Background: an optimization exercise with open tools, aiming at small area. Do not read the settings as production practice. Where RTL was checked, it was by simulation tests only, not by an equivalence proof against the original. The clock port is modelled as an ideal driver; clocking choices that lean on that would not hold on a real chip. Power is estimated from default activity; no workload was simulated.

==> flow/design.v <==
module uart_top #(parameter clk_freq=1000000, baudrate=9600)
				(input clk,
				input reset,
				input newd,
				input [7:0] din,
				input rx,
				output tx,
				output done_tx,
				output done_rx,
				output [7:0] dout);
	reg [6:0] s;
	reg fb;
	always @* case ({s[6], s[5], s[3], s[1]})
		4'd0: fb = 1'b0;
		4'd1: fb = 1'b1;
		4'd2: fb = 1'b1;
		4'd3: fb = 1'b1;
		4'd4: fb = 1'b0;
		4'd5: fb = 1'b0;
		4'd6: fb = 1'b0;
		4'd7: fb = 1'b1;
		4'd8: fb = 1'b1;
		4'd9: fb = 1'b0;
		4'd10: fb = 1'b0;
		4'd11: fb = 1'b0;
		4'd12: fb = 1'b1;
		4'd13: fb = 1'b1;
		4'd14: fb = 1'b1;
		4'd15: fb = 1'b0;
	endcase
	wire tick = !s[0] & !s[1] & !s[2] & s[4] & s[5];
	always @(posedge clk)
		if (!reset) s <= 7'd34;
		else s <= {s[5:0], fb};
	reg [9:0] sr;
	wire t_rdy = ~|sr[9:1];
	always @(posedge clk)
		if (!reset) sr <= 10'd0;
		else if (tick) sr <= (t_rdy && newd) ? {1'b1, din, 1'b0} : {1'b0, sr[9:1]};
	assign tx = sr[0] | t_rdy;
	assign done_tx = sr[0] & t_rdy;
	reg [3:0] r;
	reg [7:0] d;
	wire r_rdy = !r[3] && r[0];
	wire [3:0] r_nx;
	assign r_nx[0] = r_rdy ? rx : !r[0];
	assign r_nx[1] = r_rdy ? rx : r[1] ^ r[0];
	assign r_nx[2] = !r_rdy & (r[2] ^ (r[1] & r[0]));
	assign r_nx[3] = r_rdy ? !rx : r[3] & !(r[2] & r[1] & r[0]);
	always @(posedge clk) begin
		if (!reset) begin
			r <= 4'd3;
			d <= 8'd0;
		end else if (tick) begin
			r <= r_nx;
			if (r_rdy) d <= 8'd0;
			else if (r[3]) d <= {rx, d[7:1]};
		end
	end
	assign dout = d;
	assign done_rx = !r[3] && r[0] && !r[1];
endmodule
==> flow/config.mk <==
export PLATFORM = sky130hd
export DESIGN_NAME = uart_top
export DESIGN_NICKNAME = uart_top
export VERILOG_FILES = /design/flow/design.v
export SDC_FILE = /design/flow/constraint.sdc
export NUM_CORES = 4
export LEC_CHECK = 0
export CAP_MARGIN = 20
export CORE_AREA = 2.3 2.72 59.8 59.84
export DIE_AREA = 0 0 62 62
export PLACE_DENSITY = 0.85
export SLEW_MARGIN = 20
==> flow/constraint.sdc <==
create_clock -name core_clock -period 10.0 [get_ports {clk}]
set_input_delay 2.0000 -clock core_clock [delete_from_list [all_inputs] [get_ports {clk}]]
set_output_delay 2.0000 -clock core_clock [all_outputs]
set_load 0.01 [all_outputs]
standard.sh (not shown) runs the stock make flow with config.mk's settings and CLKGATE_MAP_FILE= SYNTH_SCRIPT=/design/flow/synth_recipe.tcl, a recipe that flattens the netlist after the stock synthesis.
==> flow/flow/run.sh <==
#!/bin/bash
set -euo pipefail
here=$(pwd)
export BUFFER_PORTS_ARGS="-buffer_cell sky130_fd_sc_hd__buf_1"
export PRE_CTS_TCL=$here/flow/pre_cts.tcl
export CTS_ARGS="-clk_nets clk"
export CLKBUF_CELL=${CLKBUF_CELL:-sky130_fd_sc_hd__clkbuf_16}
export CLKBUF_N=${CLKBUF_N:-1}
bash standard.sh > standard.log 2>&1
Other scripts of this flow, unchanged in this note and not shown: flow/flow/clkbuf.tcl, flow/flow/downsize.tcl, flow/flow/pre_cts.tcl
The baseline produced a clean layout.
Rerun with:
==> flow/design.v (replaced) <==
module uart_top #(parameter clk_freq=1000000, baudrate=9600)
				(input clk,
				input reset,
				input newd,
				input [7:0] din,
				input rx,
				output tx,
				output done_tx,
				output done_rx,
				output [7:0] dout);
	reg [6:0] s;
	wire fb = s[6] ^ (s[4] ? !(s[2] | s[0]) : (s[2] | !s[0]));
	wire tick = (s == 7'h50);
	always @(posedge clk)
		if (!reset) s <= 7'h40;
		else s <= {s[5:0], fb};
	reg [3:0] t;
	reg [7:0] temp;
	wire t_rdy = !t[3] && !t[0];
	wire [3:0] t_nx;
	assign t_nx[0] = t_rdy ? newd : !t[0];
	assign t_nx[1] = t_rdy | (t[1] ^ t[0]);
	assign t_nx[2] = t_rdy | (t[2] ^ (t[1] & t[0]));
	assign t_nx[3] = !(t_rdy | (t[3] & t[2] & t[1] & t[0]));
	always @(posedge clk) begin
		if (!reset) t <= 4'd6;
		else if (tick) begin
			t <= t_nx;
		end
		if (t_rdy) temp <= din;
	end
	assign tx = t[3] ? temp[t[2:0]] : !t[0];
	assign done_tx = !t[3] && !t[1];
	reg [3:0] r;
	reg [7:0] d;
	wire r_rdy = !r[3] && r[0];
	wire [3:0] r_nx;
	assign r_nx[0] = r_rdy ? rx : !r[0];
	assign r_nx[1] = r_rdy ? rx : r[1] ^ r[0];
	assign r_nx[2] = !r_rdy & (r[2] ^ (r[1] & r[0]));
	assign r_nx[3] = r_rdy ? !rx : r[3] & !(r[2] & r[1] & r[0]);
	always @(posedge clk) begin
		if (!reset) begin
			r <= 4'd3;
			d <= 8'd0;
		end else if (tick) begin
			r <= r_nx;
			if (r_rdy) d <= 8'd0;
			else if (r[3]) d <= {rx, d[7:1]};
		end
	end
	assign dout = d;
	assign done_rx = !r[3] && r[0] && !r[1];
endmodule
The changed run completed with no timing, DRC or antenna violations.
Design area rises by 6.1%.
Worst hold slack gains 42 ps.
Power increases by 9.3%.
Area after synthesis rose by 5.0%.
Cell count shrinks by 1.1%.
Maximum frequency increases by 4.9%.
Wire length increases by 12%.
The RTL of the second run of this note was laid out without a check of its function.

[port drivers added, routing unchanged]
Ports are ideal in the flow. The routed layouts listed here were re-timed in OpenROAD.
Step 1 sets driving cells, clkbuf_16 on the clock port and buf_2 on the other inputs (assumed; they add their load-dependent delay and slew).
Step 2 times the ports against the registers' clock, not the clock port: input delays grow and output delays shrink by t, the midpoint of the rising clock arrivals with the driver on.
Three values: no drivers, after step 1, after step 2; two values: the first two.
run	shift t [ns]	slack for setup (ns)	worst setup path after step 2	worst register clock-pin slew, ns
the first run	0.192	6.357 / 6.326 / 6.518	register to output	0.10 / 0.10
the second run	0.191	6.526 / 6.498 / 6.590	input to register	0.10 / 0.10
After both steps setup and hold are still met in every run listed.
